Context: an optimization exercise on an open-source flow, tuned for a short achievable clock period and few clock cycles. The choices shown serve that exercise and are no tape-out recipe.
In this exercise RTL edits were held to simulation tests only and were not proved equivalent to the original.
Power is estimated from default activity; no workload was simulated.

<file path="config.mk">
export PLATFORM = sky130hd
export DESIGN_NAME = mips
export DESIGN_NICKNAME = mips
export VERILOG_FILES = /design/flow/design.v
export SDC_FILE = /design/flow/constraint.sdc
export NUM_CORES = 4
export LEC_CHECK = 0
export CAP_MARGIN = 20
export CORE_MARGIN = 2
export CORE_UTILIZATION = 65
export PLACE_DENSITY = 0.75
export SETUP_SLACK_MARGIN = 5
export SLEW_MARGIN = 20
export TNS_END_PERCENT = 100
</file>
<file path="run.sh">
#!/bin/bash
# synth_recipe.tcl (not shown) runs the flow's synth.tcl, then flattens the netlist and writes it again
# the make line also repeats each setting of config.mk as NAME=value (left out here)
make -C /OpenROAD-flow-scripts/flow DESIGN_CONFIG=/design/flow/config.mk WORK_HOME=/design/flow/orfs CLKGATE_MAP_FILE= SYNTH_SCRIPT=/design/flow/synth_recipe.tcl finish
</file>
<file path="design.v">
module mips(
    input clk,
    input reset,
    output [31:0] i_addr,
    input [31:0] i_data,
    output [31:0] d_addr,
    output [31:0] d_wdata,
    output d_we,
    input [31:0] d_rdata,
    output rf_we,
    output [4:0] rf_waddr,
    output [31:0] rf_wdata
    );
	reg [31:0] pc;
	reg [31:0] ir_d, pc4_d, tgt_d;
	reg redir_st_d;
	reg [31:0] a_e, b_e, st_e, bt_e;
	reg ld_st_e, byp_st_e;
	reg add_e, sub_e, slt_e, or_e, inv_e, beq_e, jr_e, ld_e, sw_e, we_e;
	reg [4:0] dst_e;
	reg [31:0] ao_m, st_m;
	reg ld_m, sw_m, we_m;
	reg [4:0] dst_m;
	reg rf_we_w;
	reg [4:0] rf_waddr_w;
	reg [31:0] rf_wdata_w;
	reg [31:0] rf [1:31];
	wire [29:0] pc4_hi;
	ks_add #(30) inc_f (.a(pc[31:2]), .b(30'd0), .cin(1'b1), .s(pc4_hi), .cout());
	wire [31:0] pc4 = {pc4_hi, pc[1:0]};
	assign i_addr = pc;
	wire [5:0] f_op = i_data[31:26];
	wire f_beq = f_op == 6'h04;
	wire f_redir = f_op == 6'h02 || f_op == 6'h03 || (f_beq && i_data[25:21] == i_data[20:16]);
	wire [29:0] f_bt;
	ks_add #(30) bt_f (.a(pc[31:2]), .b({{14{i_data[15]}}, i_data[15:0]}), .cin(1'b1), .s(f_bt), .cout());
	wire [31:0] f_tgt = f_beq ? {f_bt, pc[1:0]} : {pc4[31:28], i_data[25:0], 2'b00};
	wire [5:0] op = ir_d[31:26];
	wire [5:0] fn = ir_d[5:0];
	wire [4:0] rs = ir_d[25:21];
	wire [4:0] rt = ir_d[20:16];
	wire [4:0] rd = ir_d[15:11];
	wire [15:0] imm = ir_d[15:0];
	wire is_r = op == 6'h00;
	wire d_addu = is_r && fn == 6'h21;
	wire d_subu = is_r && fn == 6'h23;
	wire d_slt = is_r && fn == 6'h2a;
	wire d_jr = is_r && fn == 6'h08;
	wire d_beq = op == 6'h04;
	wire d_addiu = op == 6'h09;
	wire d_ori = op == 6'h0d;
	wire d_lui = op == 6'h0f;
	wire d_lw = op == 6'h23;
	wire d_sw = op == 6'h2b;
	wire d_j = op == 6'h02;
	wire d_jal = op == 6'h03;
	wire d_beq_dy = d_beq && rs != rt;    
	wire d_rrr = d_addu || d_subu || d_slt;
	wire use_a = d_rrr || d_jr || d_beq_dy || d_addiu || d_ori || d_lw || d_sw;
	wire use_b = d_rrr || d_beq_dy;
	wire [4:0] d_dst = d_rrr ? rd :
	                   (d_addiu || d_ori || d_lui || d_lw) ? rt :
	                   d_jal ? 5'd31 : 5'd0;
	wire dec_we = d_dst != 5'd0;
	wire stall = ld_e && ((use_a && rs == dst_e) || (use_b && rt == dst_e));
	wire [31:0] m_val = ld_m ? d_rdata : ao_m;
	wire [31:0] rf_a = (rs == 5'd0) ? 32'd0 : rf[rs];
	wire [31:0] rf_b = (rt == 5'd0) ? 32'd0 : rf[rt];
	wire [31:0] va = (we_m && dst_m == rs) ? m_val : rf_a;
	wire [31:0] vb = (we_m && dst_m == rt) ? m_val : rf_b;
	wire [31:0] sext = {{16{imm[15]}}, imm};
	wire [31:0] imm_v = d_ori ? {16'd0, imm} :
	                    d_lui ? {imm, 16'd0} :
	                    d_jal ? pc4_d + 32'd4 : sext;
	wire jr_late = d_jr && we_e && dst_e == rs;
	wire byp_a = use_a && we_e && dst_e == rs;
	wire byp_b = use_b && we_e && dst_e == rt;
	wire jr_d = d_jr && !jr_late;
	wire [31:0] A = a_e;
	wire [31:0] B = b_e;
	wire [31:0] sum;
	wire cout;
	ks_add #(32) alu_e (.a(A), .b(B ^ {32{inv_e}}), .cin(inv_e), .s(sum), .cout(cout));
	wire lt = !cout;
	wire [31:0] orv = A | B;
	wire [31:0] res = ({32{add_e || sub_e}} & sum) |
	                  {31'd0, slt_e & lt} |
	                  ({32{or_e}} & orv);
	wire [31:0] a_src = (d_lui || d_jal) ? 32'd0 : va;
	wire [31:0] b_src = use_b ? vb : imm_v;
	wire [31:0] a_nx = ({32{byp_a && (add_e || sub_e)}} & sum) |
	                   {31'd0, byp_a && slt_e && lt} |
	                   ({32{byp_a && or_e}} & orv) |
	                   ({32{!byp_a}} & a_src);
	wire [31:0] b_nx = ({32{byp_b && (add_e || sub_e)}} & sum) |
	                   {31'd0, byp_b && slt_e && lt} |
	                   ({32{byp_b && or_e}} & orv) |
	                   ({32{!byp_b}} & b_src);
	wire redir_e = (beq_e && A == B) || jr_e;
	wire [31:0] tgt_e = jr_e ? A : bt_e;
	wire [31:0] st_v = ld_st_e ? d_rdata : byp_st_e ? ao_m : st_e;
	integer i;
	always @(posedge clk) begin
		if (reset) begin
			pc <= 32'h0000_3000;
			ir_d <= 32'd0;
			pc4_d <= 32'd0;
			tgt_d <= 32'd0;
			redir_st_d <= 1'b0;
		end else if (redir_e) begin
			pc <= tgt_e;
			ir_d <= 32'd0;
			redir_st_d <= 1'b0;
		end else if (!stall) begin
			pc <= redir_st_d ? tgt_d : jr_d ? va : pc4;
			ir_d <= i_data;
			pc4_d <= pc4;
			tgt_d <= f_tgt;
			redir_st_d <= f_redir;
		end
	end
	always @(posedge clk) begin
		if (reset || stall) begin
			ld_st_e <= 1'b0; byp_st_e <= 1'b0;
			add_e <= 1'b0; sub_e <= 1'b0; slt_e <= 1'b0; or_e <= 1'b0; inv_e <= 1'b0;
			beq_e <= 1'b0; jr_e <= 1'b0; ld_e <= 1'b0; sw_e <= 1'b0; we_e <= 1'b0;
			dst_e <= 5'd0;
		end else begin
			ld_st_e <= ld_e && dst_e == rt;
			byp_st_e <= we_e && !ld_e && dst_e == rt;
			add_e <= d_addu || d_addiu || d_lw || d_sw;
			sub_e <= d_subu;
			slt_e <= d_slt;
			or_e <= d_ori || d_lui || d_jal;
			inv_e <= d_subu || d_slt;
			beq_e <= d_beq_dy;
			jr_e <= jr_late;
			ld_e <= d_lw && dec_we;
			sw_e <= d_sw;
			we_e <= dec_we;
			dst_e <= d_dst;
		end
		if (reset) begin
			a_e <= 32'd0; b_e <= 32'd0; st_e <= 32'd0; bt_e <= 32'd0;
		end else begin
			a_e <= a_nx;
			b_e <= b_nx;
			st_e <= vb;
			bt_e <= tgt_d;
		end
	end
	always @(posedge clk) begin
		if (reset) begin
			ao_m <= 32'd0; st_m <= 32'd0;
			ld_m <= 1'b0; sw_m <= 1'b0; we_m <= 1'b0; dst_m <= 5'd0;
			rf_we_w <= 1'b0; rf_waddr_w <= 5'd0; rf_wdata_w <= 32'd0;
		end else begin
			ao_m <= res; st_m <= st_v;
			ld_m <= ld_e; sw_m <= sw_e; we_m <= we_e; dst_m <= dst_e;
			rf_we_w <= we_m; rf_waddr_w <= dst_m; rf_wdata_w <= m_val;
		end
	end
	always @(posedge clk) begin
		if (reset) begin
			for (i = 1; i < 32; i = i + 1) rf[i] <= 32'd0;
		end else if (we_m) begin
			rf[dst_m] <= m_val;
		end
	end
	assign d_addr = ao_m;
	assign d_wdata = st_m;
	assign d_we = sw_m;
	assign rf_we = rf_we_w;
	assign rf_waddr = rf_waddr_w;
	assign rf_wdata = rf_wdata_w;
endmodule
module ks_add #(parameter W = 32) (
    input [W-1:0] a,
    input [W-1:0] b,
    input cin,
    output [W-1:0] s,
    output cout
    );
	localparam L = (W > 16) ? 5 : (W > 8) ? 4 : (W > 4) ? 3 : (W > 2) ? 2 : 1;
	wire [W-1:0] g [0:L];
	wire [W-1:0] p [0:L];
	wire [W-1:0] x = a ^ b;
	assign g[0] = (a & b) | {{(W-1){1'b0}}, x[0] & cin};
	assign p[0] = {x[W-1:1], 1'b0};
	genvar k, i;
	generate
		for (k = 0; k < L; k = k + 1) begin : lvl
			for (i = 0; i < W; i = i + 1) begin : bt
				if (i >= (1 << k)) begin : cmb
					assign g[k+1][i] = g[k][i] | (p[k][i] & g[k][i-(1<<k)]);
					assign p[k+1][i] = p[k][i] & p[k][i-(1<<k)];
				end else begin : pass
					assign g[k+1][i] = g[k][i];
					assign p[k+1][i] = p[k][i];
				end
			end
		end
	endgenerate
	assign s = x ^ {g[L][W-2:0], cin};
	assign cout = g[L][W-1];
endmodule
</file>
<file path="constraint.sdc">
create_clock -name core_clock -period 8.0 [get_ports {clk}]
set_input_delay 1.6000 -clock core_clock [delete_from_list [all_inputs] [get_ports {clk}]]
set_output_delay 1.6000 -clock core_clock [all_outputs]
set_load 0.01 [all_outputs]
</file>
==> flow_summary.ini <==
[timing]
tightest_slew_ns = 1.31
fin_skew_ns = 0.0366
finalHoldViolations = 0
period_needed_ns = 3.38
max_clock_freq_ghz = 0.296
min_period_over_period = 0.422
rsz0062_at_grt = yes
setup_violations = 0
fin_tns_setup_ns = 0
slew_violations = 0
slew_headroom = 0.125
fin_ws_ns = 4.62

[worst_setup_path]
cp_cell_sequence = buf_12 > buf_16 > mux4_2 > mux4_2 > mux2i_4 > o22a_1 > nor3_1 > a311oi_2 > a21oi_1
path_max_fanout = 10
crit_path_end = b_e[26]
rrSetupSlack_ns = 4.62
path_class = flop to flop
timing.rr.end = b_e[26]
crit_required_ns = 8.67
crit_path_start_kind = flop
cpMaxStageDelayCell = a311oi_2
crit_top_cell = mux4_2
max_stage_delay_ns = 0.61
end_kind = flop
r2r_cells = 9
crit_arrival_ns = 4.05

[logic_synthesis]
syn_area_sq_mm = 0.0730
synth.avg_cell_area_sq_um = 12.4
synth_xor_area_frac = 0.0193
synth_edf_count = 1024
synthMuxAreaShare = 0.213
yosys.area_share.simple = 0.114
async_reset_ff_frac = 0
syn-num-nets = 6045
synthFlopType = edfxtp_1
synth_warnings = 3
synth_seq_cells = 1418
synth_top_family_by_area = multiplexers
ys_seq_area_frac = 0.529
syn_inst = 5883
synth.distinct_cells = 89
synth_compound_area_frac = 0.0690
synth_adder_area_share = 0.0167

[floorplan]
fp.dieH_um = 339
row_count = 122
start_util = 0.658
die_x_um = 339
dieArea_sq_mm = 0.115
pin_count = 201
core_sq_mm = 0.111

[global_route]
antenna_found_initial = 8
grt_overflow = 0
grt_max_degree = 89
grt_pass1_wl_um = 400000
first_global_vias = 56476
grtUsageTotal = 0.488

[clocking]
clockBufferDepth = 3
cts_tree = done
cts.sinks = 1418
clk-insertion-delay-late_ns = 0.82
htreeDepth = 4
postCtsHoldBufs = 0
clkTransAtPathRegs_ns = 0.07
ctsRootBufferMaster = clkbuf_16
cts_buffers = 150

[route]
drc = 0
first_iter_violations = 11706
drt_first_pass_iters = 6
routed_via_density = 7.68
drt-wirelength-per-cell_um = 37.9
wirelength_um = 296000
vias = 59968
drtAntennaViolNets = 0

[power]
p_per_area_mw_per_mm2 = 201
power_leakage_nw = 31.0
vdd_drop_max_mv = 0.280
power_mw = 18.0

[finish]
drive_above_1_share = 0.319
fin_nets = 6366
mostFrequentLayoutCells = nor2_1 (1283), edfxtp_1 (1024), mux4_2 (613), buf_4 (314), dfxtp_1 (283)
area.growth.synth_to_final_pct = 22.4
final_common_cell = nor2_1
finalNonFillerCells = 7813

[status]
outcome = no timing/DRC/antenna violations

[hold_path]
hold_start = sw_e
hold_class = flop to flop

[job]
cap_viol_max_count = 0

[placed_design]
port_buffers = 200
gp_congestion = 1.07
place_worst_setup_slack_ns = 3.10
hpwlAfterDp_um = 166000
dp_cells = 7163
==> synthesized netlist by cell type, drive strengths merged, types with 30 or more instances <==
master,number,share of area
a211oi,65,0.0068
a21oi,241,0.017
buf,157,0.012
clkbuf,368,0.019
dfxtp,394,0.11
edfxtp,1024,0.42
ha,94,0.016
inv,148,0.0076
mux2i,174,0.024
mux4,613,0.19
nand2,321,0.017
nand3,74,0.0051
nor2,1318,0.068
nor2b,64,0.0055
nor3,49,0.0036
o21ai,97,0.0066
o22a,30,0.0036
o22ai,57,0.0049
xnor2,70,0.0084
xor2,91,0.011
==> flip-flops by register name, summed over array words and instances, names as in the netlist, 5 cells and up, named ones only <==
signal / flops
rf: 1024
a_e: 32
ao_m: 32
b_e: 32
bt_e: 32
ir_d: 32
pc4_d: 32
pc: 32
rf_wdata_w: 32
st_e: 32
st_m: 32
tgt_d: 32
dst_e: 5
dst_m: 5
rf_waddr_w: 5
==> kinds of logic (layout without fill, tap and decap cells) <==
| family | Yosys count | count (layout) |
|---|---|---|
| AND/OR/NAND/NOR | 1991 | 2000 |
| flip-flops | 1418 | 1418 |
| adder cells (fa/ha/maj) | 96 | 96 |
| buffers and inverters | 673 | 1101 |
| AO/OA/AOI/OAI | 756 | 756 |
| XOR/XNOR | 161 | 161 |
| other | 0 | 5 |
| multiplexers | 788 | 788 |
==> worst min-delay path by stage <==
stage	to	slack [ns]	depth (start not counted)
2_1_floorplan	sw_m	0.41	1
3_3_place_gp	sw_m	0.43	1
3_5_place_dp	sw_m	0.43	1
4_1_cts	sw_m	0.46	1
5_1_grt	sw_m	0.48	1
6_report	sw_m	0.44	1
==> area by class of cell <==
cell class / count / area [sq um]
diodes: 5 / 12.5
clock inverters: 59 / 487
flip-flops and latches: 1418 / 39000
well taps: 1488 / 1860
multi-input cells: 3801 / 35700
clock buffers: 209 / 4320
fillers: 6069 / 21600
repair buffers: 685 / 7480
inverters: 148 / 579
==> where the power goes <==
part	leakage, nW	internal [mW]	switching, mW
clock network	2.37	3.97	3.12
logic	14.8	1.10	1.42
registers	13.8	8.10	0.257
==> worst max-delay path, delay by kind of cell (launching register included) <==
kind	cells	cell delay, ns
and+or+nand+nor	1	0.12
buffers and inverters	2	0.33
muxes	3	1.36
AOI/OAI and AO/OA	3	0.94
DFF	1	0.46
==> metrics by stage <==
step	instance area (sq um)	hold WS, ns	util
final	89400	0.443	0.806
after global placement	76700	0.431	0.691
after CTS	86400	0.456	0.779
after detailed placement	76700	0.430	0.691
after floorplan	73700	0.414	-
after global routing	89400	0.475	0.805
==> metal layers <==
layer	part of all wire	wire [um]	GRT usage	up-vias
met3	0.15	45400	0.152	1806
met1	0.30	87400	0.580	28759
met2	0.44	131000	0.750	6812
li1	-	-	-	22585
met4	0.11	32000	0.372	6
met5	0.00013	38	0	-
==> timing repair <==
item	CTS	global route
pin swaps	137	161
gates cloned	32	18
setup buffers	180	147
endpoints found under the setup margin	2275	763
gates resized for setup	1015	298
Testbench counts, summed over its fixed seeds: cycles 46,510.

-- separate check: timing with driven ports --
Ports are ideal in the flow. The routed layout listed here was re-timed in OpenROAD. Step 1 sets driving cells, clkbuf_16 on the clock port and buf_2 on the other inputs (assumed; they add their load-dependent delay and slew). Step 2 also shifts input and output timing later by t, the mid clock arrival at the registers, as if the neighbouring blocks saw the same clock. Slacks: no drivers / after step 1 / after step 2; pairs: no drivers / after step 1.
t (ns): 0.885
setup WS [ns]: 4.623 / 4.623 / 3.846
worst setup path after step 2: input to register
worst slew at a driven data input, ns: 0.09
After both steps this run still meets setup and hold. The setup slack of this run moves by 0.000 ns with the drivers and by -0.777 ns with both steps.
